Background: an optimization exercise with open tools, aiming at small area. Do not read the settings as production practice. The RTL was checked by simulation tests, not by an equivalence proof against the original design. Power is estimated from default activity; no workload was simulated.

==> flow/design.v (outline; a module is shown in full before it is edited, if it fits) <==
// module c6288_top: 139 lines
// module Circuit6288h: 41 lines
// module TopLevel6288b: 1298 lines
// module nd: 4 lines
// module iv: 4 lines
// module fa: 5 lines
// module ha: 5 lines
// module xn: 4 lines
// module o2: 4 lines
// module incb: 5 lines
// module incl: 4 lines
// module cco: 4 lines
module c6288_top (clk,
    in256, in239, in222, in205, in188, in171, in154, in137, in120, in103, in86, in69, in52, in35, in18, in1, in528, in511, in494, in477, in460, in443, in426, in409, in392, in375, in358, in341, in324, in307, in290, in273,
    out6287, out6288, out6280, out6270, out6260, out6250, out6240, out6230, out6220, out6210, out6200, out6190, out6180, out6170, out6160, out6150, out6123, out5971, out5672, out5308, out4946, out4591, out4241, out3895, out3552, out3211, out2877, out2548, out2223, out1901, out1581, out545);
  // ...
==> flow/run.sh <==
#!/bin/bash
# synth_recipe.tcl (not shown) runs the flow's synth.tcl, then flattens the netlist and writes it again
# the make line also repeats each setting of config.mk as NAME=value (left out here)
make -C /OpenROAD-flow-scripts/flow DESIGN_CONFIG=/design/flow/config.mk WORK_HOME=/design/flow/orfs CLKGATE_MAP_FILE= SYNTH_SCRIPT=/design/flow/synth_recipe.tcl finish
==> flow/config.mk <==
export PLATFORM = sky130hd
export DESIGN_NAME = c6288_top
export DESIGN_NICKNAME = c6288_top
export VERILOG_FILES = /design/flow/design.v
export SDC_FILE = /design/flow/constraint.sdc
export NUM_CORES = 4
export LEC_CHECK = 0
export ABC_AREA = 1
export CAP_MARGIN = 20
export CORE_MARGIN = 2
export CORE_UTILIZATION = 40
export SLEW_MARGIN = 20
export SYNTH_HIERARCHICAL = 1
export SYNTH_MINIMUM_KEEP_SIZE = 0
==> flow/constraint.sdc <==
create_clock -name core_clock -period 10.0 [get_ports {clk}]
set_input_delay 2.0000 -clock core_clock [delete_from_list [all_inputs] [get_ports {clk}]]
set_output_delay 2.0000 -clock core_clock [all_outputs]
set_load 0.01 [all_outputs]
==> results.py, run 1 <==
metrics = {
    "run_status": {
        "status": "timing/DRC/antenna clean",
    },
    "placement": {
        "dp_slack_ps": 99.66,
        "io_buffers": 64,
        "post-place-cells": 1083,
        "place.gp.congestion": 0.8675,
    },
    "synth": {
        "synth_compound_area_frac": 0,
        "synth_mux_area_frac": 0,
        "synth_top_cell_area_share": 0.6336,
        "synthTopCellsByCount": "nand2_1 (379), fa_1 (222), inv_1 (111), dfxtp_1 (32), nand3_1 (13)",
        "synth_top_family_by_area": "adder cells",
        "synth_fa_ha_area_frac": 0.6372,
        "yosysSeqAreaShare": 0.09133,
        "synth.avg_cell_area_sq_um": 9.241,
        "synth-simple-area-share": 0.2121,
    },
    "worst_setup_path": {
        "cp.arrival_ps": 9760,
        "critPathMostFrequentCell": "fa_1",
        "timing.critical_path.buf_inv": 2,
    },
    "power_and_ir_drop": {
        "comb_cell_power_mw": 2.33,
        "switching_share": 0.5080,
        "pwr_density_cell_nw_per_um2": 328.5,
        "clock_power_share": 0.058,
    },
    "drt": {
        "wire_per_inst_um": 17.20,
        "vias_per_cell": 4.921,
        "routed.top_layer": "met4",
        "vias": 5369,
    },
    "global_routing": {
        "grt_antenna_before_repair": 0,
        "met2_usage": 0.3914,
        "grt_use_total": 0.2285,
        "grt_pass1_vias": 5989,
        "top_usage_layer": "met2",
    },
    "finish": {
        "dominant_cells": "multi-input gates",
        "multi_input_cells": 616,
        "area_growth_pct": 19.02,
        "postLayoutCoreUtil": 0.4843,
        "drive_above_1_share": 0.04965,
        "multi_input_area_share": 0.7136,
    },
    "die": {
        "start_util": 0.4069,
        "coreArea_sq_um": 17240,
        "dieHeight_um": 136.4,
        "well_tap_count": 225,
    },
    "min_path": {
        "hold_path_end": "out545",
    },
    "sta": {
        "max_freq_mhz": 104.5,
        "worst_slack_ps": 428.6,
        "maxSlewViolCount": 0,
    },
}
==> run 2: changes to the inputs <==
--- a/flow/config.mk
+++ b/flow/config.mk
@@ -5,7 +5,6 @@
 export SDC_FILE = /design/flow/constraint.sdc
 export NUM_CORES = 4
 export LEC_CHECK = 0
-export ABC_AREA = 1
 export CAP_MARGIN = 20
 export CORE_MARGIN = 2
 export CORE_UTILIZATION = 40
==> run 2 against run 1 <==
  * Still clean
  * Sequential power is 3% higher
  * Synthesized cell count shrank 21%
  * Flip-flop and latch count unchanged
  * Maximum frequency increased by 2.3%
  * Setup slack better by 220 ps
  * Sequential share of layout area rose by 0.32 points
  * Clock power increased by 16%
  * Critical path type unchanged
  * Highest routed layer unchanged
==> results.py, run 2 <==
metrics = {
    "cts": {
        "cts_resized": 0,
        "cts_post_setup_buffers_inserted": 0,
        "cts-buffers-inserted": 5,
        "ctsRootBufferMaster": "clkbuf_16",
        "cts.htree.levels": 2,
        "clk_pin_slew_ps": 60,
        "clock_path_buffers": 2,
        "cts_tree": "done",
        "cts.sinks": 32,
        "cts_hold_repair.buffers": 0,
    },
    "sta": {
        "rsz0062_at_grt": "no",
        "setup_viol": 0,
        "finalCriticalPeriod_ps": 9356,
        "hold_violations": 0,
        "max_freq_mhz": 106.9,
        "maxSlewViolCount": 0,
        "fin_crit_sh": 0.9356,
        "worst_pin_slew_ps": 670.2,
        "fin_hold_ws_ps": 2369,
        "setup_tns_ps": 0,
        "relSlewSlack": 0.5518,
        "worst_slack_ps": 644.3,
    },
    "global_routing": {
        "grt_max_degree": 16,
        "grt_antenna_before_repair": 0,
        "grt_use_total": 0.2305,
        "gr-total-overflow": 0,
        "grt_pass1_vias": 6036,
        "grt_pass1_wl_mm": 30.81,
    },
    "synth": {
        "synthArstFlopShare": 0,
        "netlist_area_sq_um": 6653,
        "yosysSeqAreaShare": 0.09629,
        "synth_top_cell_area_share": 0.6680,
        "ys.warnings.count": 7,
        "yosysMostFrequentCell": "nand2_1",
        "synth_edf_count": 0,
        "synth_cell_types": 10,
        "syn-num-nets": 859,
        "yosys.area.top_type": "fa_1",
        "syn_inst": 602,
        "synth.avg_cell_area_sq_um": 11.05,
        "yosys-top-cells-area": "fa_1 (67%), nand2_1 (15%), dfxtp_1 (9.6%)",
        "ys_seq_elements": 32,
        "synthFlopType": "dfxtp_1",
        "synthTopCellsByCount": "nand2_1 (269), fa_1 (222), dfxtp_1 (32), xnor2_1 (18), inv_1 (17)",
    },
    "power_and_ir_drop": {
        "power_leakage_nw": 2.829,
        "pwr_density_cell_nw_per_um2": 318.7,
        "finalPower_mw": 2.554,
        "ir_drop_mv": 0.3687,
    },
    "min_path": {
        "hold_path_end": "out545",
        "holdCritStartpoint": "in273",
        "hold_depth": 3,
        "min_path_type": "primary input to flop",
    },
    "placement": {
        "place.gp.congestion": 0.8955,
        "place_area_sq_um": 7846,
        "io_buffers": 64,
        "dp_slack_ps": 293.9,
        "post-place-cells": 923,
        "hpwlAfterDp_mm": 14.67,
    },
    "worst_setup_path": {
        "required_ps": 10220,
        "cp-startpoint": "in307",
        "critPathCaptureType": "flop",
        "cp_cell_sequence": "clkdlybuf4s50_1, nand2_1, fa_1, fa_1, fa_1, fa_1, fa_1, fa_1, fa_1, fa_1, fa_1, fa_1, fa_1, fa_1, fa_1, fa_1, fa_1, a21o_1, nand2_1, xor2_1",
        "critical_path.top_delay_family": "adder cells",
        "cp_slowest_cell": "clkdlybuf4s50_1",
        "criticalPathCategory": "primary input to flop",
        "critical_path.startpoint_type": "primary input",
        "timing.critical_path.buf_inv": 1,
        "critPathMostFrequentCell": "fa_1",
        "critPathMaxFanout": 9,
        "cp.arrival_ps": 9570,
        "cpPeakStageDelay_ps": 610,
    },
    "finish": {
        "final_cell_mix": "nand2_1 (269), fa_1 (222), clkdlybuf4s50_1 (64), buf_4 (37), dfxtp_1 (32)",
        "fin_cells": 931,
        "fin_area_sq_um": 8014,
        "drive_above_1_share": 0.08017,
        "antenna_cells": 0,
        "postLayoutCoreUtil": 0.4884,
        "layout.nets": 967,
        "final_common_cell": "nand2_1",
        "area_growth_pct": 20.46,
    },
    "drt": {
        "vias": 4867,
        "wire_per_inst_um": 19.52,
        "final_antenna_net_count": 0,
        "drtPass1Iterations": 4,
        "vias_per_cell": 5.228,
        "drc": 0,
        "routed_wl_mm": 18.17,
        "drt_iter0_drc": 300,
    },
    "die": {
        "dieHeight_um": 133.0,
        "die_x_um": 133.0,
        "die_area_sq_um": 17680,
        "start_util": 0.4055,
        "coreArea_sq_um": 16410,
        "num_rows": 47,
        "pin_count": 65,
    },
    "flow_run": {
        "maxCapViolCount": 0,
    },
    "run_status": {
        "status": "timing/DRC/antenna clean",
    },
}
[run 2: changes by cell type in the layout (fill, tap and decap cells not counted), moves of 13 or more]
cell and change:
nand3_1 -13, or2_1 +16, inv_1 -94, xor2_1 +13, xnor2_1 +18, nand2_1 -110
[run 2: how the worst max path moves through the flow]
stage                    to  cells past startpoint  slack [ps]
floorplan           out6230                     20        1320
global placement    out6288                     20         410
detailed placement  out6288                     20         290
CTS                 out6288                     20         590
global route        out6270                     20         420
finish              out6288                     20         640
[run 2: layout make-up]
cell class | count | area, sq um
Fill cell | 1477 | 8393
Clock buffer | 5 | 125.1
Inverter | 17 | 63.81
Timing Repair Buffer | 101 | 918.4
Tap cell | 220 | 275.3
Clock inverter | 3 | 42.54
Sequential cell | 32 | 640.6
Multi-Input combinational cell | 553 | 5948
[run 2: modules after synthesis (local to each module, per instance), a selection]
module	cells	flip-flops and latches	cell area, sq um
nd	1	0	3.754
fa	1	0	20.02
ha	1	0	12.51
o2	1	0	6.256
incb	3	0	20.02
iv	1	0	3.754
incl	2	0	12.51
c6288_top	32	32	640.6
xn	1	0	8.758
cco	1	0	7.507
[run 2: routing by layer]
| metal | share of wire | global-route usage | up-vias |
|---|---|---|---|
| li1 | - | - | 2012 |
| met1 | 0.37 | 0.2902 | 2581 |
| met2 | 0.52 | 0.4016 | 239 |
| met3 | 0.084 | 0.04138 | 35 |
| met4 | 0.028 | 0.08124 | 0 |
| met5 | 0 | 0 | - |
[run 2: logic make-up (layout without fill, tap and decap cells)]
logic type | Yosys count | in the layout | share of synthesized area
and+or+nand+nor | 297 | 297 | 0.1804
AOI/OAI and AO/OA | 1 | 1 | 0.001129
DFF | 32 | 32 | 0.09629
adders and majority gates | 224 | 224 | 0.6718
buffers and inverters | 17 | 126 | 0.009592
xor gates and xnor gates | 31 | 31 | 0.04081
[run 2: report_power, final]
group | switching [mW] | internal, mW
Clock | 0.0683 | 0.117
Combinational | 1.08 | 1.03
Sequential | 0.0177 | 0.243
Total | 1.17 | 1.39
==> run 3: changes to the inputs <==
==> flow/flow/run.sh (new file) <==
#!/bin/bash
set -euo pipefail
BUF=${PORT_BUF:-sky130_fd_sc_hd__buf_1}
bash standard.sh "BUFFER_PORTS_ARGS=-buffer_cell $BUF" finish > standard_flow.log 2>&1
==> flow/standard.sh (new file) <==
#!/bin/bash
# synth_recipe.tcl (not shown) runs the flow's synth.tcl, then flattens the netlist and writes it again
# the make line also repeats each setting of config.mk as NAME=value (left out here)
make -C /OpenROAD-flow-scripts/flow DESIGN_CONFIG=/design/flow/config.mk WORK_HOME=/design/flow/orfs CLKGATE_MAP_FILE= SYNTH_SCRIPT=/design/flow/synth_recipe.tcl "${@:-finish}"
removed: flow/run.sh
==> run 3 against run 2 <==
  * Still clean on timing, DRC and antenna
  * Flip-flop and latch count unchanged
  * Critical path depth up 1
  * Setup slack improved by 54 ps
  * Die area stayed put
  * Critical path type unchanged
==> results.py, run 3 <==
metrics = {
    "run_status": {
        "status": "timing/DRC/antenna clean",
    },
    "sta": {
        "setup_tns_ps": 0,
        "fin_crit_sh": 0.9301,
        "max_freq_mhz": 107.5,
        "rsz0062_at_grt": "no",
        "fin_hold_ws_ps": 1978,
        "setup_viol": 0,
        "finalCriticalPeriod_ps": 9301,
        "hold_violations": 0,
        "maxSlewViolCount": 0,
        "relSlewSlack": 0.3791,
        "worst_pin_slew_ps": 931.4,
    },
    "worst_setup_path": {
        "critPathMostFrequentCell": "fa_1",
        "cpPeakStageDelay_ps": 520,
        "required_ps": 10220,
        "critical_path.top_delay_family": "adder cells",
        "critical_path.startpoint_type": "primary input",
        "critPathMaxFanout": 10,
        "critPathCaptureType": "flop",
        "cp_cell_sequence": "buf_1, nand2_1, or2_1, fa_1, fa_1, fa_1, fa_1, fa_1, fa_1, fa_1, fa_1, fa_1, fa_1, fa_1, fa_1, fa_1, fa_1, fa_1, a21o_1, nand2_1, xor2_1",
        "cp_slowest_cell": "fa_1",
        "timing.critical_path.buf_inv": 1,
        "cp.arrival_ps": 9520,
        "criticalPathCategory": "primary input to flop",
    },
    "min_path": {
        "holdCritStartpoint": "in1",
        "min_path_type": "primary input to flop",
        "hold_path_end": "out545",
        "hold_depth": 3,
    },
    "placement": {
        "hpwlAfterDp_mm": 14.82,
        "io_buffers": 64,
        "place.gp.congestion": 0.9041,
        "post-place-cells": 921,
    },
    "synth": {
        "synth_top_cell_area_share": 0.6680,
        "synthTopCellsByCount": "nand2_1 (269), fa_1 (222), dfxtp_1 (32), xnor2_1 (18), inv_1 (17)",
        "netlist_area_sq_um": 6653,
        "synth.avg_cell_area_sq_um": 11.05,
        "yosys.area.top_type": "fa_1",
        "syn_inst": 602,
        "ys_seq_elements": 32,
        "ys.warnings.count": 7,
        "synthArstFlopShare": 0,
        "syn-num-nets": 859,
        "synthFlopType": "dfxtp_1",
        "yosysMostFrequentCell": "nand2_1",
        "synth_cell_types": 10,
        "synth_edf_count": 0,
        "yosys-top-cells-area": "fa_1 (67%), nand2_1 (15%), dfxtp_1 (9.6%)",
        "yosysSeqAreaShare": 0.09629,
    },
    "power_and_ir_drop": {
        "power_leakage_nw": 2.646,
        "pwr_density_cell_nw_per_um2": 325.4,
        "clock_power_share": 0.076,
        "p_sw_mw": 1.175,
        "switching_share": 0.4754,
        "seqPwrFrac": 0.106,
        "ir_drop_mv": 0.2727,
        "p_comb_frac": 0.818,
        "p_int_mw": 1.297,
    },
    "drt": {
        "vias": 4885,
        "drtPass1Iterations": 5,
        "vias_per_cell": 5.258,
        "drt_iter0_drc": 385,
        "routed_wl_mm": 18.15,
        "drc": 0,
        "final_antenna_net_count": 0,
        "wire_per_inst_um": 19.54,
    },
    "flow_run": {
        "maxCapViolCount": 0,
    },
    "cts": {
        "clock_path_buffers": 2,
        "ctsRootBufferMaster": "clkbuf_16",
        "cts.sinks": 32,
        "cts.htree.levels": 2,
        "cts_resized": 0,
        "cts_hold_repair.buffers": 0,
        "cts-buffers-inserted": 5,
        "cts_post_setup_buffers_inserted": 0,
        "cts_tree": "done",
        "clk_pin_slew_ps": 70,
    },
    "global_routing": {
        "grt_pass1_wl_mm": 30.08,
        "grt_max_degree": 17,
        "grt_antenna_before_repair": 0,
        "grt_use_total": 0.2258,
        "gr-total-overflow": 0,
        "grt_pass1_vias": 5788,
    },
    "die": {
        "die_x_um": 133.0,
        "die_area_sq_um": 17680,
        "num_rows": 47,
        "pin_count": 65,
        "start_util": 0.4055,
        "coreArea_sq_um": 16410,
        "dieHeight_um": 133.0,
    },
    "finish": {
        "layout.nets": 965,
        "postLayoutCoreUtil": 0.4631,
        "fill_cells": 1532,
        "area_growth_pct": 14.22,
        "drive_above_1_share": 0.07757,
        "final_cell_mix": "nand2_1 (269), fa_1 (222), buf_1 (64), buf_4 (35), dfxtp_1 (32)",
        "final_common_cell": "nand2_1",
        "antenna_cells": 0,
        "fin_cells": 929,
    },
}
[run 3: area by class of cell]
| class | count | area, sq um | area share |
|---|---|---|---|
| sequential | 32 | 640.6 | 0.08431 |
| timing repair buffer | 99 | 503.0 | 0.06619 |
| clock inverter | 3 | 42.54 | 0.005599 |
| multi-input combinational | 553 | 5948 | 0.7828 |
| clock buffer | 5 | 125.1 | 0.01647 |
| inverter | 17 | 63.81 | 0.008398 |
| tap | 220 | 275.3 | 0.03623 |
[run 3: how the worst max path moves through the flow]
stage	cells past startpoint	endpoint	from	slack, ps
2_1_floorplan	20	out6230	in1	1320
3_3_place_gp	20	out6250	in307	530
3_5_place_dp	21	out6287	in18	350
4_1_cts	21	out6287	in18	640
5_1_grt	21	out6287	in18	390
6_report	21	out6287	in18	700
[run 3: power by group through the flow]
stage          combinational [mW]  clock, mW  sequential, mW
4_1_cts                      2.07      0.192           0.262
2_1_floorplan                1.45          0           0.294
3_5_place_dp                 2.06          0           0.264
6_report                     2.02      0.187           0.262
3_3_place_gp                 2.01          0           0.264
5_1_grt                      2.32      0.197           0.266
[run 3: modules after synthesis, one instance, submodules excluded, a selection]
module     copies in the design  area (sq um)
fa                          222         20.02
incb                         12         20.02
iv                           17         3.754
cco                           1         7.507
ha                            2         12.51
nd                          256         3.754
o2                           16         6.256
c6288_top                     1         640.6
xn                           18         8.758
incl                          1         12.51
[run 3: logic make-up after synthesis]
family | after synthesis | share of synthesized area
AND/OR/NAND/NOR | 297 | 0.1804
adder cells (fa/ha/maj) | 224 | 0.6718
flip-flops | 32 | 0.09629
XOR/XNOR | 31 | 0.04081
buffers and inverters | 17 | 0.009592
AO/OA/AOI/OAI | 1 | 0.001129
[run 3: routing by layer]
layer / up-vias / GRT usage / wire (um) / share of wire
li1: 2010 / - / - / -
met1: 2554 / 0.2953 / 6670 / 0.37
met2: 278 / 0.3808 / 9135 / 0.50
met3: 43 / 0.05019 / 1838 / 0.10
met4: 0 / 0.06511 / 505 / 0.028
met5: - / 0 / 0 / 0
[run 3: stage by stage]
stage	setup WS, ps	cell area, sq um	total power, mW
final	698.7	7599	2.472
after global routing	388.2	7599	2.785
after CTS	642.8	7599	2.524
after detailed placement	352.4	7431	2.321
after global placement	528.4	7431	2.273
after floorplan	1320	6653	1.742
==> run 4: changes to the inputs <==
==> flow/flow/run.sh (replaced) <==
#!/bin/bash
set -euo pipefail
BUF=${PORT_BUF:-sky130_fd_sc_hd__buf_2}
bash standard.sh "BUFFER_PORTS_ARGS=-buffer_cell $BUF" finish > standard_flow.log 2>&1
==> run 4 against run 3 <==
  * Still clean
  * Final cell count down 3.2%
  * Clock power down 16%
  * Global-route usage down 0.86 points
  * Final area down 2.2%
  * Via count down 3.0%
  * Critical endpoint is now out6280
  * Largest power group unchanged
==> results.py, run 4 <==
metrics = {
    "sta": {
        "max_freq_mhz": 107.6,
        "rsz0062_at_grt": "no",
        "worst_pin_slew_ps": 480.4,
        "hold_violations": 0,
        "fin_crit_sh": 0.9294,
        "setup_tns_ps": 0,
        "maxSlewViolCount": 0,
        "setup_viol": 0,
        "fin_hold_ws_ps": 2085,
        "relSlewSlack": 0.6798,
        "finalCriticalPeriod_ps": 9294,
    },
    "worst_setup_path": {
        "timing.critical_path.buf_inv": 1,
        "cp_slowest_cell": "fa_1",
        "cpPeakStageDelay_ps": 510,
        "critPathMostFrequentCell": "fa_1",
        "cp_cell_sequence": "buf_2, nand2_1, or2_1, fa_1, fa_1, fa_1, fa_1, fa_1, fa_1, fa_1, fa_1, fa_1, fa_1, fa_1, fa_1, fa_1, fa_1, fa_1, a21o_1, nand2_1, xor2_1",
        "critical_path.top_delay_family": "adder cells",
        "required_ps": 10220,
        "cp.arrival_ps": 9510,
        "critPathCaptureType": "flop",
        "critical_path.startpoint_type": "primary input",
        "critPathMaxFanout": 16,
        "criticalPathCategory": "primary input to flop",
    },
    "finish": {
        "drive_above_1_share": 0.1311,
        "area_growth_pct": 11.68,
        "fill_cells": 1525,
        "antenna_cells": 0,
        "final_common_cell": "nand2_1",
        "final_cell_mix": "nand2_1 (269), fa_1 (222), buf_2 (64), dfxtp_1 (32), xnor2_1 (18)",
        "layout.nets": 935,
    },
    "run_status": {
        "status": "timing/DRC/antenna clean",
    },
    "power_and_ir_drop": {
        "power_leakage_nw": 2.675,
        "pwr_density_cell_nw_per_um2": 323.7,
        "ir_drop_mv": 0.3714,
    },
    "synth": {
        "yosysMostFrequentCell": "nand2_1",
        "syn_inst": 602,
        "synthArstFlopShare": 0,
        "synthTopCellsByCount": "nand2_1 (269), fa_1 (222), dfxtp_1 (32), xnor2_1 (18), inv_1 (17)",
        "synth_top_cell_area_share": 0.6680,
        "yosys.area.top_type": "fa_1",
        "yosysSeqAreaShare": 0.09629,
        "syn-num-nets": 859,
        "netlist_area_sq_um": 6653,
        "synth_cell_types": 10,
        "synth_edf_count": 0,
        "ys.warnings.count": 7,
        "yosys-top-cells-area": "fa_1 (67%), nand2_1 (15%), dfxtp_1 (9.6%)",
        "synth.avg_cell_area_sq_um": 11.05,
        "synthFlopType": "dfxtp_1",
        "ys_seq_elements": 32,
    },
    "cts": {
        "clk_pin_slew_ps": 60,
        "cts_hold_repair.buffers": 0,
        "cts_resized": 0,
        "cts_tree": "done",
        "clock_path_buffers": 2,
        "cts.htree.levels": 2,
        "ctsRootBufferMaster": "clkbuf_16",
        "cts.sinks": 32,
        "cts-buffers-inserted": 5,
        "cts_post_setup_buffers_inserted": 0,
    },
    "die": {
        "die_x_um": 133.0,
        "num_rows": 47,
        "coreArea_sq_um": 16410,
        "die_area_sq_um": 17680,
        "pin_count": 65,
        "dieHeight_um": 133.0,
        "start_util": 0.4055,
    },
    "global_routing": {
        "grt_antenna_before_repair": 0,
        "grt_max_degree": 17,
        "gr-total-overflow": 0,
        "grt_use_total": 0.2173,
        "grt_pass1_vias": 5537,
        "grt_pass1_wl_mm": 29.06,
    },
    "drt": {
        "wire_per_inst_um": 19.35,
        "drt_iter0_drc": 405,
        "vias_per_cell": 5.270,
        "drc": 0,
        "drtPass1Iterations": 4,
        "routed_wl_mm": 17.40,
        "vias": 4738,
        "final_antenna_net_count": 0,
    },
    "placement": {
        "io_buffers": 64,
        "place.gp.congestion": 0.8580,
        "hpwlAfterDp_mm": 13.32,
    },
    "flow_run": {
        "maxCapViolCount": 0,
    },
    "min_path": {
        "min_path_type": "primary input to flop",
    },
}
run 4: layout make-up:
class	count	area [sq um]	area share
Clock buffer	5	125.1	0.01684
Sequential cell	32	640.6	0.08622
Clock inverter	3	18.77	0.002526
Timing Repair Buffer	69	357.8	0.04816
Tap cell	220	275.3	0.03705
Inverter	17	63.81	0.008589
Multi-Input combinational cell	553	5948	0.8006
run 4: cell families (layout without fill, tap and decap cells):
logic type / after synthesis / count (layout) / share of synthesized area
compound gates: 1 / 1 / 0.001129
flops: 32 / 32 / 0.09629
simple gates: 297 / 297 / 0.1804
buf+inv: 17 / 94 / 0.009592
xor+xnor: 31 / 31 / 0.04081
fa+ha+maj: 224 / 224 / 0.6718
run 4: final timing paths:
path  startpoint  endpoint  slack, ps  cells past startpoint
max        in290   out6280        710                     21
min        in273    out545       2080                      3
run 4: power breakdown:
| group | internal (mW) | switching, mW |
|---|---|---|
| Combinational | 0.934 | 1.06 |
| Clock | 0.0918 | 0.0662 |
| Sequential | 0.243 | 0.0140 |
run 4: per-stage QoR:
| step | setup WS [ps] | std cells | power [mW] | utilization | instance area (sq um) |
|---|---|---|---|---|---|
| after floorplan | 1320 | 602 | 1.742 | - | 6653 |
| final | 705.9 | 899 | 2.405 | 0.4528 | 7430 |
| after detailed placement | 373.5 | 891 | 2.283 | 0.4441 | 7286 |
| after CTS | 661.2 | 899 | 2.464 | 0.4528 | 7430 |
| after global placement | 529.4 | 891 | 2.254 | 0.4441 | 7286 |
| after global routing | 451.9 | 899 | 2.714 | 0.4528 | 7430 |
run 4: per-module statistics from Yosys, one instance, submodules excluded, a selection:
module,cells inside,flops+latches
fa,1,0
incb,3,0
nd,1,0
c6288_top,32,32
iv,1,0
o2,1,0
incl,2,0
cco,1,0
xn,1,0
ha,1,0
run 4: routing by layer:
layer | part of all wire | vias to the layer above | wire [um] | track usage
li1 | - | 1951 | - | -
met4 | 0.026 | 0 | 461 | 0.07348
met1 | 0.37 | 2495 | 6504 | 0.2766
met3 | 0.093 | 35 | 1619 | 0.05517
met5 | 0 | - | 0 | 0
met2 | 0.51 | 257 | 8815 | 0.3641
==> run 5: changes to the inputs <==
--- a/flow/config.mk
+++ b/flow/config.mk
@@ -8,6 +8,9 @@
 export CAP_MARGIN = 20
 export CORE_MARGIN = 2
 export CORE_UTILIZATION = 40
+export CTS_BUF_LIST = sky130_fd_sc_hd__clkbuf_8
+export CTS_CLUSTER_DIAMETER = 200
+export CTS_CLUSTER_SIZE = 40
 export SLEW_MARGIN = 20
 export SYNTH_HIERARCHICAL = 1
 export SYNTH_MINIMUM_KEEP_SIZE = 0
==> run 5 against run 4 <==
  * Setup slack gained 9.5 ps
  * Routed wire length decreased by 0.20%
  * Critical path depth unchanged
  * Combinational power about the same
  * Non-clock buffer count did not move
  * Count of clock-buffer cells in the layout stayed put
  * Clock power decreased by about 30%
  * Sequential share of layout area increased by 0.066 points
  * Critical path type unchanged
  * Largest cell class unchanged
  * Largest power group unchanged
==> results.py, run 5 <==
metrics = {
    "drt": {
        "routed_wl_mm": 17.37,
        "drc": 0,
        "drtPass1Iterations": 5,
        "wire_per_inst_um": 19.32,
        "vias": 4754,
        "final_antenna_net_count": 0,
        "drt_iter0_drc": 377,
        "vias_per_cell": 5.288,
    },
    "placement": {
        "place.gp.congestion": 0.8580,
        "hpwlAfterDp_mm": 13.32,
        "place_area_sq_um": 7286,
        "io_buffers": 64,
        "dp_slack_ps": 373.5,
        "post-place-cells": 891,
    },
    "flow_run": {
        "maxCapViolCount": 0,
    },
    "die": {
        "start_util": 0.4055,
        "die_x_um": 133.0,
        "dieHeight_um": 133.0,
        "die_area_sq_um": 17680,
        "pin_count": 65,
        "num_rows": 47,
        "coreArea_sq_um": 16410,
    },
    "worst_setup_path": {
        "required_ps": 10230,
        "criticalPathCategory": "primary input to flop",
        "critPathCaptureType": "flop",
        "critical_path.startpoint_type": "primary input",
        "cp.arrival_ps": 9520,
        "critPathMaxFanout": 16,
    },
    "sta": {
        "max_freq_mhz": 107.7,
        "relSlewSlack": 0.6766,
        "fin_hold_ws_ps": 2065,
        "rsz0062_at_grt": "no",
        "hold_violations": 0,
        "worst_pin_slew_ps": 485.1,
        "setup_viol": 0,
        "maxSlewViolCount": 0,
        "finalCriticalPeriod_ps": 9285,
        "setup_tns_ps": 0,
        "worst_slack_ps": 715.4,
        "fin_crit_sh": 0.9285,
    },
    "power_and_ir_drop": {
        "power_leakage_nw": 2.650,
        "p_int_mw": 1.225,
        "seqPwrFrac": 0.109,
        "pwr_density_cell_nw_per_um2": 319.4,
        "clock_power_share": 0.047,
        "ir_drop_mv": 0.3739,
        "switching_share": 0.4798,
        "p_comb_frac": 0.845,
        "p_sw_mw": 1.130,
        "finalPower_mw": 2.355,
    },
    "cts": {
        "cts-buffers-inserted": 5,
        "cts.htree.levels": 2,
        "cts_resized": 0,
        "clock_path_buffers": 2,
        "cts_post_setup_buffers_inserted": 0,
        "cts.sinks": 32,
        "clk_pin_slew_ps": 80,
        "cts_hold_repair.buffers": 0,
        "ctsRootBufferMaster": "clkbuf_8",
        "cts_tree": "done",
    },
    "synth": {
        "ys_seq_elements": 32,
        "syn-num-nets": 859,
        "yosys.area.top_type": "fa_1",
        "syn_inst": 602,
        "synth.avg_cell_area_sq_um": 11.05,
        "yosys-top-cells-area": "fa_1 (67%), nand2_1 (15%), dfxtp_1 (9.6%)",
        "synth_edf_count": 0,
        "synth_cell_types": 10,
        "synthFlopType": "dfxtp_1",
        "ys.warnings.count": 7,
        "yosysMostFrequentCell": "nand2_1",
        "synth_top_cell_area_share": 0.6680,
        "synthArstFlopShare": 0,
        "netlist_area_sq_um": 6653,
        "yosysSeqAreaShare": 0.09629,
        "synthTopCellsByCount": "nand2_1 (269), fa_1 (222), dfxtp_1 (32), xnor2_1 (18), inv_1 (17)",
    },
    "global_routing": {
        "grt_use_total": 0.2173,
        "top_usage_layer": "met2",
        "grt_pass1_vias": 5551,
        "grt_antenna_before_repair": 0,
        "use_met3": 0.05556,
        "gr-total-overflow": 0,
        "met2_usage": 0.3621,
        "grt_pass1_wl_mm": 29.10,
        "met1_usage": 0.2778,
        "grt_max_degree": 17,
    },
    "finish": {
        "fin_cells": 899,
        "final_cell_mix": "nand2_1 (269), fa_1 (222), buf_2 (64), dfxtp_1 (32), xnor2_1 (18)",
        "drive_above_1_share": 0.1311,
        "fill_cells": 1528,
        "layout.nets": 935,
        "final_common_cell": "nand2_1",
        "postLayoutCoreUtil": 0.4494,
        "fin_area_sq_um": 7373,
        "area_growth_pct": 10.83,
        "antenna_cells": 0,
    },
    "min_path": {
        "min_path_type": "primary input to flop",
    },
    "run_status": {
        "status": "timing/DRC/antenna clean",
    },
}
==> run 5: cell counts after synthesis <==
No cell type changed its count.
==> run 5: cells by family after synthesis <==
kind of cell / synth area share
fa+ha+maj: 0.6718
compound gates: 0.001129
buf+inv: 0.009592
flops: 0.09629
simple gates: 0.1804
xor+xnor: 0.04081
==> run 5: critical path, cell delays in order <==
cell and delay, ps:
buf_2 280, nand2_1 150, or2_1 260, fa_1 410
fa_1 420, fa_1 410, fa_1 410, fa_1 390
fa_1 390, fa_1 390, fa_1 390, fa_1 390
fa_1 390, fa_1 390, fa_1 390, fa_1 470
fa_1 430, fa_1 510, a21o_1 340, nand2_1 130
xor2_1 160
==> run 5: metal layers <==
layer,share of wire,vias to the layer above
met4,0.027,0
met1,0.37,2493
li1,-,1950
met3,0.10,40
met2,0.50,271
met5,0,-
==> run 5: path summary, 6_finish.rpt <==
kind | from | end | cells past startpoint
max | in290 | out6280 | 21
min | in273 | out545 | 3
==> run 5: final cells by class <==
cell class | instances | area, sq um | share of cell area
Multi-Input combinational cell | 553 | 5948 | 0.8067
Sequential cell | 32 | 640.6 | 0.08688
Timing Repair Buffer | 69 | 357.8 | 0.04853
Tap cell | 220 | 275.3 | 0.03733
Clock buffer | 5 | 68.82 | 0.009333
Inverter | 17 | 63.81 | 0.008654
Clock inverter | 3 | 18.77 | 0.002545
==> run 5: power by group through the flow <==
stage,combinational [mW],clock (mW),sequential (mW)
2_1_floorplan,1.45,0,0.294
3_3_place_gp,1.99,0,0.260
3_5_place_dp,2.02,0,0.259
4_1_cts,2.04,0.118,0.257
5_1_grt,2.28,0.121,0.262
6_report,1.99,0.110,0.256
==> run 5: per-module statistics from Yosys (local to each module, per instance), a selection <==
module     cells  copies in the design  flops+latches
incl           2                     1              0
ha             1                     2              0
xn             1                    18              0
iv             1                    17              0
incb           3                    12              0
c6288_top     32                     1             32
fa             1                   222              0
==> run 6: changes to the inputs <==
==> flow/flow/run.sh (replaced) <==
#!/bin/bash
set -euo pipefail
bash standard.sh \
  "BUFFER_PORTS_ARGS=-inputs -buffer_cell sky130_fd_sc_hd__buf_2" \
  "PRE_GLOBAL_PLACE_TCL=$PWD/flow/outbuf.tcl" \
  finish > standard_flow.log 2>&1
==> flow/flow/outbuf.tcl (new file) <==
# Buffer every output port with the smallest buffer (inputs are buffered by
# the standard buffer_ports call that follows this hook).
buffer_ports -outputs -buffer_cell sky130_fd_sc_hd__buf_1
==> run 6 against run 5 <==
  * Largest power group unchanged
  * Highest routed layer unchanged
  * Critical endpoint is now out6240
  * Still clean
  * Synthesized cell count is the same
  * Final cell count shrank 3.7%
  * Sequential power grew 17%
  * Sequential share of layout area grew 0.20 points
  * Maximum frequency grew 0.75%
  * Area after synthesis is the same
  * Via count shrank 3.1%
  * Final area shrank 2.2%
  * Setup slack gained 69 ps
  * Core utilization shrank 1.0 points
  * Non-clock buffer count shrank 33
==> results.py, run 6 <==
metrics = {
    "drt": {
        "vias_per_cell": 5.321,
        "drc": 0,
        "wl_met2_mm": 8.679,
        "final_antenna_net_count": 0,
        "drtPass1Iterations": 5,
        "routed.top_layer": "met4",
        "met1_length_mm": 6.476,
        "wire_per_inst_um": 20.05,
        "vias": 4608,
        "drt_iter0_drc": 290,
        "routed_wl_mm": 17.36,
        "wl_met3_mm": 1.561,
    },
    "synth": {
        "synth_edf_count": 0,
        "synthArstFlopShare": 0,
        "synth-simple-area-share": 0.1804,
        "synthFlopType": "dfxtp_1",
        "yosysSeqAreaShare": 0.09629,
        "synth_top_cell_area_share": 0.6680,
        "synth_fa_ha_area_frac": 0.6718,
        "synth_mux_area_frac": 0,
        "synth_cell_types": 10,
        "synth.avg_cell_area_sq_um": 11.05,
        "netlist_area_sq_um": 6653,
        "ys_seq_elements": 32,
        "synth_xor_xnor_area_share": 0.04081,
        "syn_inst": 602,
        "syn-num-nets": 859,
        "synth_top_family_by_area": "adder cells",
        "yosysMostFrequentCell": "nand2_1",
        "ys.warnings.count": 7,
        "yosys-top-cells-area": "fa_1 (67%), nand2_1 (15%), dfxtp_1 (9.6%)",
        "yosys.area.top_type": "fa_1",
        "synth_compound_area_frac": 0.001128,
        "synthTopCellsByCount": "nand2_1 (269), fa_1 (222), dfxtp_1 (32), xnor2_1 (18), inv_1 (17)",
    },
    "worst_setup_path": {
        "endpoint": "out6240",
        "critPathMaxFanout": 16,
        "cp_slowest_cell": "fa_1",
        "cpPeakStageDelay_ps": 510,
        "cp.arrival_ps": 9470,
        "required_ps": 10250,
        "criticalPathCategory": "primary input to flop",
        "cp_cell_sequence": "buf_2, nand2_1, or2_1, fa_1, fa_1, fa_1, fa_1, fa_1, fa_1, fa_1, fa_1, fa_1, fa_1, fa_1, fa_1, fa_1, fa_1, fa_1, a21o_1, nand2_1, xor2_1",
        "cp-startpoint": "in290",
        "critPathCaptureType": "flop",
        "critPathMostFrequentCell": "fa_1",
        "critical_path.startpoint_type": "primary input",
    },
    "finish": {
        "antenna_cells": 0,
        "multi_input_area_sq_um": 5948,
        "final_common_cell": "nand2_1",
        "seqCellArea_sq_um": 640.6,
        "layout.nets": 902,
        "fill_cells": 1537,
        "area_growth_pct": 8.351,
        "drive_above_1_share": 0.08359,
        "final_cell_mix": "nand2_1 (269), fa_1 (222), buf_2 (32), dfxtp_1 (32), inv_1 (19)",
    },
    "sta": {
        "worst_slack_ps": 784.3,
        "setup_viol": 0,
        "maxSlewViolCount": 0,
        "finalCriticalPeriod_ps": 9216,
        "relSlewSlack": 0.6880,
        "max_freq_mhz": 108.5,
        "fin_crit_sh": 0.9216,
        "rsz0062_at_grt": "no",
        "hold_violations": 0,
        "fin_hold_ws_ps": 2075,
        "setup_tns_ps": 0,
        "worst_pin_slew_ps": 468.0,
    },
    "cts": {
        "cts_resized": 0,
        "clk_pin_slew_ps": 80,
        "clock_path_buffers": 2,
        "cts_hold_repair.buffers": 0,
        "cts-buffers-inserted": 5,
        "cts.htree.levels": 2,
        "cts_tree": "done",
        "cts_post_setup_buffers_inserted": 0,
        "cts.sinks": 32,
        "ctsRootBufferMaster": "clkbuf_8",
    },
    "placement": {
        "io_buffers": 64,
        "place.gp.congestion": 0.8699,
        "dp_slack_ps": 411.0,
        "hpwlAfterDp_mm": 13.36,
    },
    "die": {
        "pin_count": 65,
        "start_util": 0.4055,
        "coreArea_sq_um": 16410,
        "num_rows": 47,
        "die_area_sq_um": 17680,
        "die_x_um": 133.0,
        "dieHeight_um": 133.0,
    },
    "power_and_ir_drop": {
        "p_comb_frac": 0.822,
        "p_sw_mw": 1.126,
        "pwr_density_cell_nw_per_um2": 322.8,
        "finalPower_mw": 2.327,
        "p_int_mw": 1.200,
        "power_leakage_nw": 2.521,
        "ir_drop_mv": 0.2793,
        "switching_share": 0.4842,
        "clock_power_share": 0.049,
        "seqPwrFrac": 0.128,
    },
    "global_routing": {
        "grt_antenna_before_repair": 0,
        "gr-total-overflow": 0,
        "grt_max_degree": 17,
        "grt_pass1_vias": 5502,
        "grt_use_total": 0.2180,
        "grt_pass1_wl_mm": 29.06,
    },
    "flow_run": {
        "maxCapViolCount": 0,
    },
    "min_path": {
        "min_path_type": "primary input to flop",
    },
    "run_status": {
        "status": "timing/DRC/antenna clean",
    },
}
[run 6: per-layer routing]
metal  GRT usage  vias to the layer above
met2      0.3621                      233
li1            -                     1881
met1      0.2785                     2452
met3     0.05096                       42
met4     0.08542                        0
met5           0                        -
[run 6: through the flow]
step	util	cells	cell area [sq um]
global placement	0.4338	858	7118
detailed placement	0.4338	858	7118
global route	0.4393	866	7208
floorplan	-	602	6653
CTS	0.4393	866	7208
finish	0.4393	866	7208
[run 6: worst max-delay path, delay by kind of cell]
family          cells  cell delay (ps)
compound gates      1              350
simple gates        3              540
buf+inv             1              280
xor+xnor            1              140
fa+ha+maj          15             6130
[run 6: final cells by class]
| type | instances | area share |
|---|---|---|
| Multi-Input combinational cell | 553 | 0.8252 |
| Sequential cell | 32 | 0.08887 |
| Tap cell | 220 | 0.03819 |
| Timing Repair Buffer | 36 | 0.02638 |
| Clock buffer | 6 | 0.01146 |
| Inverter | 17 | 0.008853 |
| Clock inverter | 2 | 0.001041 |
[run 6: logic make-up (layout without fill, tap and decap cells)]
| kind of cell | after synthesis | in the layout |
|---|---|---|
| AOI/OAI and AO/OA | 1 | 1 |
| xor gates and xnor gates | 31 | 31 |
| adders and majority gates | 224 | 224 |
| buffers and inverters | 17 | 61 |
| DFF | 32 | 32 |
| and+or+nand+nor | 297 | 297 |
[run 6: worst min-delay path by stage]
stage	depth (start not counted)	start	to	slack, ps
final	3	in1	out545	2080
after detailed placement	0	out6250	out6250	2310
after floorplan	2	in273	out545	2090
after global placement	0	out2223	out2223	2310
after global routing	3	in1	out545	2100
after CTS	3	in1	out545	2060
[run 6: power groups by stage]
stage               clock network (mW)  registers, mW  logic [mW]
global route                     0.125          0.306        2.21
finish                           0.115          0.299        1.91
detailed placement                   0          0.303        1.97
global placement                     0          0.304        1.92
floorplan                            0          0.294        1.45
CTS                              0.122          0.302        1.97
[run 6: Yosys stat by module (local to each module, per instance), excerpt]
module	cells	cell area, sq um
c6288_top	32	640.6
fa	1	20.02
incb	3	20.02
ha	1	12.51
incl	2	12.51
xn	1	8.758
cco	1	7.507
o2	1	6.256
iv	1	3.754
nd	1	3.754
==> run 7: changes to the inputs <==
==> flow/flow/outbuf.tcl (replaced) <==
# Buffer every output port with the smallest buffer and keep those buffers
# (global_place.tcl's remove_buffers would otherwise take them out again).
# The inputs are buffered by the standard buffer_ports call after this hook.
buffer_ports -outputs -buffer_cell sky130_fd_sc_hd__buf_1
foreach port [get_ports out*] {
  foreach pin [get_pins -of_objects [get_nets -of_objects $port] -filter "direction == output"] {
    set_dont_touch [get_cells -of_objects $pin]
  }
}
==> run 7 against run 6 <==
  * Synthesized cell count stayed put
  * Area after synthesis unchanged
  * The flow now stops in global placement
==> results.py, run 7 <==
metrics = {
    "synth": {
        "synth_top_cell_area_share": 0.6680,
        "yosysSeqAreaShare": 0.09629,
        "synthFlopType": "dfxtp_1",
        "synthTopCellsByCount": "nand2_1 (269), fa_1 (222), dfxtp_1 (32), xnor2_1 (18), inv_1 (17)",
        "ys.warnings.count": 7,
        "ys_seq_elements": 32,
        "synth_edf_count": 0,
        "syn-num-nets": 859,
        "netlist_area_sq_um": 6653,
        "syn_inst": 602,
        "yosys.area.top_type": "fa_1",
        "yosysMostFrequentCell": "nand2_1",
        "yosys-top-cells-area": "fa_1 (67%), nand2_1 (15%), dfxtp_1 (9.6%)",
        "synthArstFlopShare": 0,
        "synth_cell_types": 10,
        "synth.avg_cell_area_sq_um": 11.05,
    },
    "run_status": {
        "first-error": "[ERROR STA-0100] unsupported object type Port.",
        "status": "aborted with a tool error",
        "failing_step": "global placement",
    },
    "die": {
        "pin_count": 65,
        "dieHeight_um": 133.0,
        "num_rows": 47,
        "start_util": 0.4055,
        "die_x_um": 133.0,
    },
    "placement": {
        "io_buffers": 32,
    },
}
[run 7: cell families after synthesis]
| kind of cell | count (synthesis) | synth area share |
|---|---|---|
| compound gates | 1 | 0.001129 |
| xor+xnor | 31 | 0.04081 |
| fa+ha+maj | 224 | 0.6718 |
| buf+inv | 17 | 0.009592 |
| flops | 32 | 0.09629 |
| simple gates | 297 | 0.1804 |
[run 7: Yosys stat by module (local to each module, per instance), a selection]
module | flops+latches | cell area [sq um] | times used | cells inside
nd | 0 | 3.754 | 256 | 1
iv | 0 | 3.754 | 17 | 1
fa | 0 | 20.02 | 222 | 1
incb | 0 | 20.02 | 12 | 3
c6288_top | 32 | 640.6 | 1 | 32
xn | 0 | 8.758 | 18 | 1
==> run 8: changes to the inputs <==
==> flow/flow/outbuf.tcl (replaced) <==
# Buffer every output port with the smallest buffer and keep those buffers
# (global_place.tcl's remove_buffers would otherwise take them out again).
# The inputs are buffered by the standard buffer_ports call after this hook.
buffer_ports -outputs -buffer_cell sky130_fd_sc_hd__buf_1
set n 0
foreach port [get_ports out*] {
  set net [get_nets [get_full_name $port]]
  foreach pin [get_pins -of_objects $net -filter "direction == output"] {
    set_dont_touch [get_cells -of_objects $pin]
    incr n
  }
}
puts "dont_touch set on $n output buffers"
if { $n != 32 } { error "expected 32 output buffers, found $n" }
==> run 8 against run 7 <==
  * Synthesized cell count stayed put
  * Area after synthesis stayed put
  * The run now finishes clean
==> results.py, run 8 <==
metrics = {
    "run_status": {
        "status": "timing/DRC/antenna clean",
    },
    "power_and_ir_drop": {
        "p_int_mw": 1.205,
        "seqPwrFrac": 0.110,
        "pwr_density_cell_nw_per_um2": 318.6,
        "ir_drop_mv": 0.2979,
        "power_leakage_nw": 2.548,
        "clock_power_share": 0.048,
        "p_sw_mw": 1.127,
        "switching_share": 0.4831,
        "p_comb_frac": 0.842,
    },
    "finish": {
        "layout.nets": 933,
        "antenna_cells": 0,
        "area_growth_pct": 10.01,
        "final_cell_mix": "nand2_1 (269), fa_1 (222), buf_2 (32), dfxtp_1 (32), buf_1 (32)",
        "final_common_cell": "nand2_1",
        "seqCellArea_sq_um": 640.6,
        "multi_input_area_sq_um": 5948,
        "fin_area_sq_um": 7318,
        "drive_above_1_share": 0.08124,
        "fill_cells": 1563,
    },
    "sta": {
        "fin_hold_ws_ps": 2045,
        "worst_pin_slew_ps": 472.3,
        "max_freq_mhz": 108.0,
        "rsz0062_at_grt": "no",
        "relSlewSlack": 0.6851,
        "setup_viol": 0,
        "setup_tns_ps": 0,
        "finalCriticalPeriod_ps": 9263,
        "maxSlewViolCount": 0,
        "fin_crit_sh": 0.9263,
        "hold_violations": 0,
    },
    "global_routing": {
        "gr-total-overflow": 0,
        "grt_antenna_before_repair": 0,
        "grt_pass1_wl_mm": 28.99,
        "grt_pass1_vias": 5684,
        "grt_use_total": 0.2144,
        "grt_max_degree": 17,
    },
    "drt": {
        "final_antenna_net_count": 0,
        "wire_per_inst_um": 18.84,
        "drtPass1Iterations": 5,
        "vias": 4708,
        "drt_iter0_drc": 245,
        "routed_wl_mm": 16.90,
        "vias_per_cell": 5.249,
        "drc": 0,
    },
    "placement": {
        "place_area_sq_um": 7231,
        "io_buffers": 64,
        "place.gp.congestion": 0.8344,
        "hpwlAfterDp_mm": 13.04,
    },
    "worst_setup_path": {
        "critPathCaptureType": "flop",
        "critPathMaxFanout": 16,
        "critical_path.startpoint_type": "primary input",
        "cp.arrival_ps": 9500,
        "criticalPathCategory": "primary input to flop",
        "required_ps": 10240,
    },
    "synth": {
        "synth_compound_area_frac": 0.001128,
        "synthTopCellsByCount": "nand2_1 (269), fa_1 (222), dfxtp_1 (32), xnor2_1 (18), inv_1 (17)",
        "syn-num-nets": 859,
        "synth-simple-area-share": 0.1804,
        "synth_edf_count": 0,
        "synth_mux_area_frac": 0,
        "synth_top_family_by_area": "adder cells",
        "synth_fa_ha_area_frac": 0.6718,
        "yosys-top-cells-area": "fa_1 (67%), nand2_1 (15%), dfxtp_1 (9.6%)",
        "yosys.area.top_type": "fa_1",
        "synthFlopType": "dfxtp_1",
        "netlist_area_sq_um": 6653,
        "yosysMostFrequentCell": "nand2_1",
        "syn_inst": 602,
        "synth_xor_xnor_area_share": 0.04081,
        "yosysSeqAreaShare": 0.09629,
        "ys_seq_elements": 32,
        "synthArstFlopShare": 0,
        "ys.warnings.count": 7,
        "synth_top_cell_area_share": 0.6680,
        "synth_cell_types": 10,
        "synth.avg_cell_area_sq_um": 11.05,
    },
    "die": {
        "num_rows": 47,
        "die_x_um": 133.0,
        "start_util": 0.4055,
        "pin_count": 65,
        "coreArea_sq_um": 16410,
        "dieHeight_um": 133.0,
        "die_area_sq_um": 17680,
    },
    "cts": {
        "cts_tree": "done",
        "clock_path_buffers": 2,
        "cts.htree.levels": 2,
        "cts_resized": 0,
        "cts_post_setup_buffers_inserted": 0,
        "cts-buffers-inserted": 5,
        "cts_hold_repair.buffers": 0,
        "ctsRootBufferMaster": "clkbuf_8",
        "cts.sinks": 32,
        "clk_pin_slew_ps": 90,
    },
    "min_path": {
        "min_path_type": "primary input to flop",
        "hold_depth": 3,
    },
    "flow_run": {
        "maxCapViolCount": 0,
    },
}
## run 8: cell counts after synthesis
No cell type changed its count.
## run 8: cell families after synthesis
kind of cell,after synthesis
compound gates,1
xor+xnor,31
fa+ha+maj,224
buf+inv,17
flops,32
simple gates,297
## run 8: modules after synthesis, one instance, submodules excluded, excerpt
module | copies in the design | area (sq um) | cells
xn | 18 | 8.758 | 1
iv | 17 | 3.754 | 1
incb | 12 | 20.02 | 3
incl | 1 | 12.51 | 2
cco | 1 | 7.507 | 1
o2 | 16 | 6.256 | 1
fa | 222 | 20.02 | 1
nd | 256 | 3.754 | 1
## run 8: power groups by stage
stage	clock network, mW	registers (mW)	logic [mW]
after CTS	0.116	0.259	2.02
final	0.111	0.258	1.96
after floorplan	0	0.294	1.45
after detailed placement	0	0.261	2.01
after global routing	0.120	0.264	2.28
after global placement	0	0.261	1.98
## run 8: area by class of cell
class                      instances  share of cell area
inverter                          17            0.008719
tap                              220             0.03761
timing repair buffer              67             0.04137
clock buffer                       5            0.009403
clock inverter                     3            0.002565
sequential                        32             0.08754
multi-input combinational        553              0.8128
## run 8: worst paths after layout
check	from	end	slack, ps
min	in273	out545	2050
max	in290	out6240	740
## run 8: worst max-delay path: stages
cell and delay, ps:
buf_2 280, nand2_1 130, xnor2_1 210, fa_1 470, fa_1 420, fa_1 400, fa_1 430, fa_1 400
fa_1 390, fa_1 390, fa_1 390, fa_1 390, fa_1 390, fa_1 380, fa_1 400, fa_1 460
fa_1 420, fa_1 510, a21o_1 350, nand2_1 130, xor2_1 150
## run 8: routing by layer
layer,track usage,routed length (um)
met1,0.2776,6389
met2,0.3656,8638
met5,0,0
met4,0.05795,367
met3,0.04828,1500
## run 8: metrics by stage
step | total power [mW] | instances | setup slack (ps) | util
after floorplan | 1.742 | 602 | 1320 | -
after global placement | 2.242 | 889 | 533.3 | 0.4407
after detailed placement | 2.268 | 889 | 387.3 | 0.4407
after CTS | 2.395 | 897 | 714.7 | 0.4460
after global routing | 2.661 | 897 | 429.4 | 0.4460
final | 2.332 | 897 | 736.7 | 0.4460
==> run 9: changes to the inputs <==
==> flow/flow/run.sh (replaced) <==
#!/bin/bash
set -euo pipefail
bash standard.sh \
  "BUFFER_PORTS_ARGS=-inputs -buffer_cell sky130_fd_sc_hd__buf_2" \
  "PRE_GLOBAL_PLACE_TCL=$PWD/flow/outbuf.tcl" \
  "CTS_ARGS=-sink_clustering_enable -repair_clock_nets -buf_list sky130_fd_sc_hd__clkbuf_8 -root_buf sky130_fd_sc_hd__clkbuf_8 -sink_clustering_size 32 -sink_clustering_max_diameter 400 -dont_use_dummy_load" \
  finish > standard_flow.log 2>&1
==> run 9 against run 8 <==
  * Final cell count shrank 0.33%
  * Largest cell class unchanged
  * Area after synthesis is the same
  * Still clean
  * Die area is the same
  * Maximum frequency shrank 0.21%
  * Flip-flop and latch count is the same
  * Non-clock buffer count is the same
  * Sequential power is essentially flat
  * Combinational power is essentially flat
  * Largest power group unchanged
  * Routed wire length is essentially flat
  * Synthesized cell count is the same
  * Power shrank 0.61%
  * Clock power shrank about 10%
==> results.py, run 9 <==
metrics = {
    "run_status": {
        "status": "timing/DRC/antenna clean",
    },
    "drt": {
        "wire_per_inst_um": 18.88,
        "vias_per_cell": 5.266,
        "final_antenna_net_count": 0,
        "vias": 4708,
        "routed_wl_mm": 16.88,
        "drt_iter0_drc": 281,
        "drc": 0,
        "drtPass1Iterations": 5,
    },
    "synth": {
        "netlist_area_sq_um": 6653,
        "syn_inst": 602,
        "yosys-top-cells-area": "fa_1 (67%), nand2_1 (15%), dfxtp_1 (9.6%)",
        "yosysMostFrequentCell": "nand2_1",
        "syn-num-nets": 859,
        "synth_edf_count": 0,
        "yosys.area.top_type": "fa_1",
        "synthTopCellsByCount": "nand2_1 (269), fa_1 (222), dfxtp_1 (32), xnor2_1 (18), inv_1 (17)",
        "ys.warnings.count": 7,
        "synthFlopType": "dfxtp_1",
        "synthArstFlopShare": 0,
        "synth.avg_cell_area_sq_um": 11.05,
        "synth_cell_types": 10,
        "ys_seq_elements": 32,
        "yosysSeqAreaShare": 0.09629,
        "synth_top_cell_area_share": 0.6680,
    },
    "worst_setup_path": {
        "cp_slowest_cell": "fa_1",
        "critical_path.startpoint_type": "primary input",
        "cp.arrival_ps": 9500,
        "critPathMaxFanout": 16,
        "criticalPathCategory": "primary input to flop",
        "critPathCaptureType": "flop",
        "required_ps": 10220,
        "cp_cell_sequence": "buf_2, nand2_1, xnor2_1, fa_1, fa_1, fa_1, fa_1, fa_1, fa_1, fa_1, fa_1, fa_1, fa_1, fa_1, fa_1, fa_1, fa_1, fa_1, a21o_1, nand2_1, xor2_1",
        "critPathMostFrequentCell": "fa_1",
        "cpPeakStageDelay_ps": 510,
    },
    "min_path": {
        "holdCritStartpoint": "in273",
        "hold_path_end": "out545",
        "min_path_type": "primary input to flop",
        "hold_depth": 3,
    },
    "cts": {
        "cts_post_setup_buffers_inserted": 0,
        "cts_tree": "done",
        "ctsRootBufferMaster": "clkbuf_8",
        "cts_resized": 0,
        "clock_path_buffers": 2,
        "clk_pin_slew_ps": 70,
        "cts.sinks": 32,
        "cts-buffers-inserted": 5,
        "cts_hold_repair.buffers": 0,
        "cts.htree.levels": 2,
    },
    "finish": {
        "multi_input_area_sq_um": 5948,
        "area_growth_pct": 9.724,
        "fin_cells": 894,
        "antenna_cells": 0,
        "final_common_cell": "nand2_1",
        "fill_cells": 1563,
        "seqCellArea_sq_um": 640.6,
        "final_cell_mix": "nand2_1 (269), fa_1 (222), buf_2 (32), dfxtp_1 (32), buf_1 (32)",
        "layout.nets": 933,
        "drive_above_1_share": 0.07715,
        "postLayoutCoreUtil": 0.4449,
    },
    "placement": {
        "place.gp.congestion": 0.8344,
        "dp_slack_ps": 387.3,
        "io_buffers": 64,
        "hpwlAfterDp_mm": 13.04,
        "post-place-cells": 889,
    },
    "sta": {
        "finalCriticalPeriod_ps": 9283,
        "rsz0062_at_grt": "no",
        "max_freq_mhz": 107.7,
        "fin_crit_sh": 0.9283,
        "relSlewSlack": 0.6857,
        "hold_violations": 0,
        "maxSlewViolCount": 0,
        "worst_slack_ps": 716.7,
        "worst_pin_slew_ps": 471.5,
        "setup_viol": 0,
        "setup_tns_ps": 0,
    },
    "die": {
        "num_rows": 47,
        "start_util": 0.4055,
        "pin_count": 65,
        "dieHeight_um": 133.0,
        "coreArea_sq_um": 16410,
        "die_area_sq_um": 17680,
        "die_x_um": 133.0,
    },
    "power_and_ir_drop": {
        "seqPwrFrac": 0.111,
        "p_comb_frac": 0.846,
        "finalPower_mw": 2.318,
        "power_leakage_nw": 2.537,
        "ir_drop_mv": 0.2979,
        "clock_power_share": 0.043,
        "p_int_mw": 1.201,
        "switching_share": 0.4817,
        "p_sw_mw": 1.116,
        "pwr_density_cell_nw_per_um2": 317.5,
    },
    "global_routing": {
        "gr-total-overflow": 0,
        "grt_use_total": 0.2137,
        "grt_antenna_before_repair": 0,
        "grt_max_degree": 17,
        "grt_pass1_vias": 5659,
        "grt_pass1_wl_mm": 28.89,
    },
    "flow_run": {
        "maxCapViolCount": 0,
    },
}
==> run 9: worst max path at each step <==
stage / cells past startpoint / end / from
floorplan: 20 / out6230 / in1
global placement: 21 / out6230 / in290
detailed placement: 21 / out6240 / in290
CTS: 21 / out6240 / in290
global route: 20 / out6260 / in307
finish: 21 / out6240 / in290
==> run 9: layer usage <==
| metal | global-route usage | up-vias | part of all wire |
|---|---|---|---|
| met5 | 0 | - | 0 |
| met4 | 0.05795 | 0 | 0.022 |
| met3 | 0.04828 | 29 | 0.091 |
| met2 | 0.3633 | 256 | 0.51 |
| met1 | 0.2777 | 2481 | 0.38 |
| li1 | - | 1942 | - |
==> run 9: cell type report <==
cell class                 count  area share
sequential                    32     0.08776
multi-input combinational    553      0.8149
tap                          220     0.03771
timing repair buffer          67     0.04148
clock buffer                   5    0.009427
inverter                      17    0.008742
==> run 9: cells by family after synthesis <==
logic type | after synthesis | share of synthesized area
AOI/OAI and AO/OA | 1 | 0.001129
xor gates and xnor gates | 31 | 0.04081
adders and majority gates | 224 | 0.6718
buffers and inverters | 17 | 0.009592
DFF | 32 | 0.09629
and+or+nand+nor | 297 | 0.1804
==> run 9: worst max-delay path, delay by kind of cell <==
kind                       cells  cell delay [ps]
and+or+nand+nor                2              260
AOI/OAI and AO/OA              1              350
adders and majority gates     15             6240
xor gates and xnor gates       2              360
buffers and inverters          1              280
==> run 9: stage by stage <==
stage	hold WS, ps	area [sq um]
after global placement	2381	7231
final	2057	7300
after global routing	2079	7300
after CTS	2047	7300
after floorplan	2093	6653
after detailed placement	2385	7231
==> run 9: power groups by stage <==
stage               clock [mW]  sequential [mW]  combinational [mW]
floorplan                    0            0.294                1.45
global placement             0            0.261                1.98
detailed placement           0            0.261                2.01
CTS                      0.105            0.259                2.02
global route             0.109            0.264                2.28
finish                  0.0994            0.258                1.96
==> run 9: per-module statistics from Yosys, one instance, submodules excluded, excerpt <==
module     cell area (sq um)  flops+latches  cells inside
c6288_top              640.6             32            32
iv                     3.754              0             1
nd                     3.754              0             1
incl                   12.51              0             2
ha                     12.51              0             1
incb                   20.02              0             3
cco                    7.507              0             1
o2                     6.256              0             1
fa                     20.02              0             1
xn                     8.758              0             1
==> run 10: changes to the inputs <==
--- a/flow/config.mk
+++ b/flow/config.mk
@@ -8,9 +8,7 @@
 export CAP_MARGIN = 20
 export CORE_MARGIN = 2
 export CORE_UTILIZATION = 40
-export CTS_BUF_LIST = sky130_fd_sc_hd__clkbuf_8
-export CTS_CLUSTER_DIAMETER = 200
-export CTS_CLUSTER_SIZE = 40
+export GPL_TIMING_DRIVEN = 0
 export SLEW_MARGIN = 20
 export SYNTH_HIERARCHICAL = 1
 export SYNTH_MINIMUM_KEEP_SIZE = 0
==> run 10 against run 9 <==
  * Power is 2.5% lower
  * Area after synthesis stayed put
  * Routed wire length decreased by 1.2%
  * Via count is 0.68% higher
  * Sequential power is essentially flat
  * Flip-flop and latch count unchanged
  * Worst hold slack better by 18 ps
  * Largest power group unchanged
==> results.py, run 10 <==
metrics = {
    "run_status": {
        "status": "timing/DRC/antenna clean",
    },
    "drt": {
        "vias": 4740,
        "routed_wl_mm": 16.67,
        "drt_iter0_drc": 331,
        "final_antenna_net_count": 0,
        "wire_per_inst_um": 18.71,
        "drtPass1Iterations": 5,
        "vias_per_cell": 5.320,
        "drc": 0,
    },
    "synth": {
        "yosysSeqAreaShare": 0.09629,
        "synthTopCellsByCount": "nand2_1 (269), fa_1 (222), dfxtp_1 (32), xnor2_1 (18), inv_1 (17)",
        "synth_top_cell_area_share": 0.6680,
        "synthFlopType": "dfxtp_1",
        "synthArstFlopShare": 0,
        "yosys.area.top_type": "fa_1",
        "synth_cell_types": 10,
        "synth.avg_cell_area_sq_um": 11.05,
        "ys.warnings.count": 7,
        "netlist_area_sq_um": 6653,
        "syn-num-nets": 859,
        "ys_seq_elements": 32,
        "yosysMostFrequentCell": "nand2_1",
        "synth_edf_count": 0,
        "syn_inst": 602,
        "yosys-top-cells-area": "fa_1 (67%), nand2_1 (15%), dfxtp_1 (9.6%)",
    },
    "sta": {
        "max_freq_mhz": 106.7,
        "worst_slack_ps": 625.8,
        "fin_crit_sh": 0.9374,
        "maxSlewViolCount": 0,
        "relSlewSlack": 0.7064,
        "hold_violations": 0,
        "fin_hold_ws_ps": 2075,
        "setup_viol": 0,
        "rsz0062_at_grt": "no",
        "worst_pin_slew_ps": 440.5,
        "finalCriticalPeriod_ps": 9374,
        "setup_tns_ps": 0,
    },
    "min_path": {
        "holdCritStartpoint": "in273",
        "min_path_type": "primary input to flop",
        "hold_path_end": "out545",
        "hold_depth": 3,
    },
    "finish": {
        "seqCellArea_sq_um": 640.6,
        "multi_input_area_sq_um": 5948,
        "fill_cells": 1528,
        "area_growth_pct": 9.385,
        "final_common_cell": "nand2_1",
        "final_cell_mix": "nand2_1 (269), fa_1 (222), buf_2 (32), dfxtp_1 (32), buf_1 (32)",
        "fin_cells": 891,
        "fin_area_sq_um": 7277,
        "postLayoutCoreUtil": 0.4435,
        "layout.nets": 930,
        "antenna_cells": 0,
        "drive_above_1_share": 0.07303,
    },
    "power_and_ir_drop": {
        "pwr_density_cell_nw_per_um2": 310.4,
        "finalPower_mw": 2.259,
        "ir_drop_mv": 0.3041,
        "power_leakage_nw": 2.522,
    },
    "cts": {
        "cts.sinks": 32,
        "cts_post_setup_buffers_inserted": 0,
        "ctsRootBufferMaster": "clkbuf_8",
        "cts_resized": 0,
        "cts.htree.levels": 2,
        "clock_path_buffers": 2,
        "cts_hold_repair.buffers": 0,
        "clk_pin_slew_ps": 80,
        "cts-buffers-inserted": 5,
        "cts_tree": "done",
    },
    "worst_setup_path": {
        "cpPeakStageDelay_ps": 520,
        "cp-startpoint": "in35",
        "required_ps": 10240,
        "critical_path.startpoint_type": "primary input",
        "cp_cell_sequence": "buf_2, nand2_1, xnor2_1, fa_1, fa_1, fa_1, fa_1, fa_1, fa_1, fa_1, fa_1, fa_1, fa_1, fa_1, fa_1, fa_1, fa_1, fa_1, a21o_1, nand2_1, xor2_1",
        "cp.arrival_ps": 9620,
        "cp_slowest_cell": "fa_1",
        "critPathMostFrequentCell": "fa_1",
        "criticalPathCategory": "primary input to flop",
        "critPathMaxFanout": 16,
        "critPathCaptureType": "flop",
    },
    "global_routing": {
        "grt_pass1_vias": 5568,
        "grt_max_degree": 17,
        "gr-total-overflow": 0,
        "grt_antenna_before_repair": 0,
        "grt_use_total": 0.2084,
        "grt_pass1_wl_mm": 28.04,
    },
    "placement": {
        "place.gp.congestion": 0.8585,
        "io_buffers": 64,
        "hpwlAfterDp_mm": 12.47,
        "dp_slack_ps": 237.8,
        "place_area_sq_um": 7208,
        "post-place-cells": 886,
    },
    "die": {
        "die_area_sq_um": 17680,
        "coreArea_sq_um": 16410,
        "dieHeight_um": 133.0,
        "pin_count": 65,
        "num_rows": 47,
        "die_x_um": 133.0,
        "start_util": 0.4055,
    },
    "flow_run": {
        "maxCapViolCount": 0,
    },
}
==> run 10: cell counts after synthesis <==
Identical to the previous run, type by type.
==> run 10: layout make-up <==
type,count,share of cell area
clock buffers,5,0.009457
inverters,17,0.008769
multi-input cells,553,0.8174
flip-flops and latches,32,0.08803
well taps,220,0.03783
repair buffers,64,0.03851
==> run 10: cell families after synthesis <==
| kind of cell | Yosys count | share of synthesized area |
|---|---|---|
| buffers and inverters | 17 | 0.009592 |
| and+or+nand+nor | 297 | 0.1804 |
| xor gates and xnor gates | 31 | 0.04081 |
| AOI/OAI and AO/OA | 1 | 0.001129 |
| adders and majority gates | 224 | 0.6718 |
| DFF | 32 | 0.09629 |
==> run 10: power breakdown <==
group          leakage, nW  internal, mW  switching [mW]
clock               0.0359        0.0450          0.0565
combinational         2.22         0.888            1.01
sequential           0.270         0.243          0.0147
total                 2.52          1.18            1.08
==> run 10: modules after synthesis, one instance, submodules excluded, excerpt <==
module | cell area [sq um] | times used | flops+latches | cells
c6288_top | 640.6 | 1 | 32 | 32
cco | 7.507 | 1 | 0 | 1
fa | 20.02 | 222 | 0 | 1
ha | 12.51 | 2 | 0 | 1
incl | 12.51 | 1 | 0 | 2
iv | 3.754 | 17 | 0 | 1
nd | 3.754 | 256 | 0 | 1
o2 | 6.256 | 16 | 0 | 1
xn | 8.758 | 18 | 0 | 1
==> run 10: critical path, delay by kind of cell <==
| family | cells | cell delay (ps) |
|---|---|---|
| and+or+nand+nor | 2 | 300 |
| AOI/OAI and AO/OA | 1 | 360 |
| adders and majority gates | 15 | 6190 |
| xor gates and xnor gates | 2 | 380 |
| buffers and inverters | 1 | 340 |
==> run 10: worst max-delay path by stage <==
stage / endpoint / cells past startpoint / slack (ps)
floorplan: out6230 / 20 / 1320
global placement: out6230 / 20 / 310
detailed placement: out6250 / 21 / 240
CTS: out6250 / 20 / 570
global route: out6280 / 21 / 340
finish: out6250 / 21 / 630
==> run 10: routing by layer <==
metal  GRT usage  share of wire  wire length [um]
met5           0              0                 0
met4     0.07407          0.032               529
met3     0.03946          0.086              1440
met2      0.3549           0.50              8419
met1      0.2677           0.38              6284

-- afterwards: timing with drivers on the ports --
Ports are ideal in the flow. The routed layouts listed here were re-timed in OpenROAD. Step 1 (the two cells are an assumption about what drives the block):
set clk [get_ports {clk}]
set_driving_cell -lib_cell sky130_fd_sc_hd__clkbuf_16 $clk
set_driving_cell -lib_cell sky130_fd_sc_hd__buf_2 [delete_from_list [all_inputs] $clk]
Step 2 adds t to the input delays and takes it off the output delays; t is the mean of the earliest and latest rising clock arrival at the registers after step 1. Input paths then give back, and output paths get back, about the clock's delay inside the block. a / b / c = ideal ports / drivers / drivers and shift; a / b = the first two.
| run | t, ns | slack for setup (ns) | worst hold slack (ns) | slew at the worst register clock pin (ns) | worst data-port slew with drivers (ns) |
|---|---|---|---|---|---|
| run 1 | 0.324 | 0.429 / 0.443 / 0.119 | 2.456 / 2.439 / 2.745 | 0.06 / 0.06 | 0.05 |
| run 2 | 0.335 | 0.644 / 0.661 / 0.327 | 2.369 / 2.349 / 2.684 | 0.06 / 0.06 | 0.05 |
| run 3 | 0.333 | 0.699 / 0.714 / 0.382 | 1.978 / 1.961 / 2.293 | 0.07 / 0.07 | 0.04 |
| run 4 | 0.332 | 0.706 / 0.722 / 0.390 | 2.085 / 2.064 / 2.395 | 0.06 / 0.06 | 0.03 |
| run 5 | 0.344 | 0.715 / 0.727 / 0.383 | 2.065 / 2.048 / 2.392 | 0.08 / 0.08 | 0.03 |
| run 6 | 0.351 | 0.784 / 0.801 / 0.450 | 2.075 / 2.059 / 2.330 | 0.08 / 0.08 | 0.04 |
| run 8 | 0.348 | 0.737 / 0.749 / 0.402 | 2.045 / 2.029 / 2.376 | 0.09 / 0.09 | 0.03 |
| run 9 | 0.341 | 0.717 / 0.731 / 0.390 | 2.057 / 2.041 / 2.381 | 0.09 / 0.09 | 0.03 |
| run 10 | 0.343 | 0.626 / 0.636 / 0.293 | 2.075 / 2.065 / 2.403 | 0.08 / 0.08 | 0.03 |
After both steps every run listed still meets setup and hold. The setup slack of run 8, which loses most, moves by +0.012 ns with the drivers and by -0.335 ns with both steps.
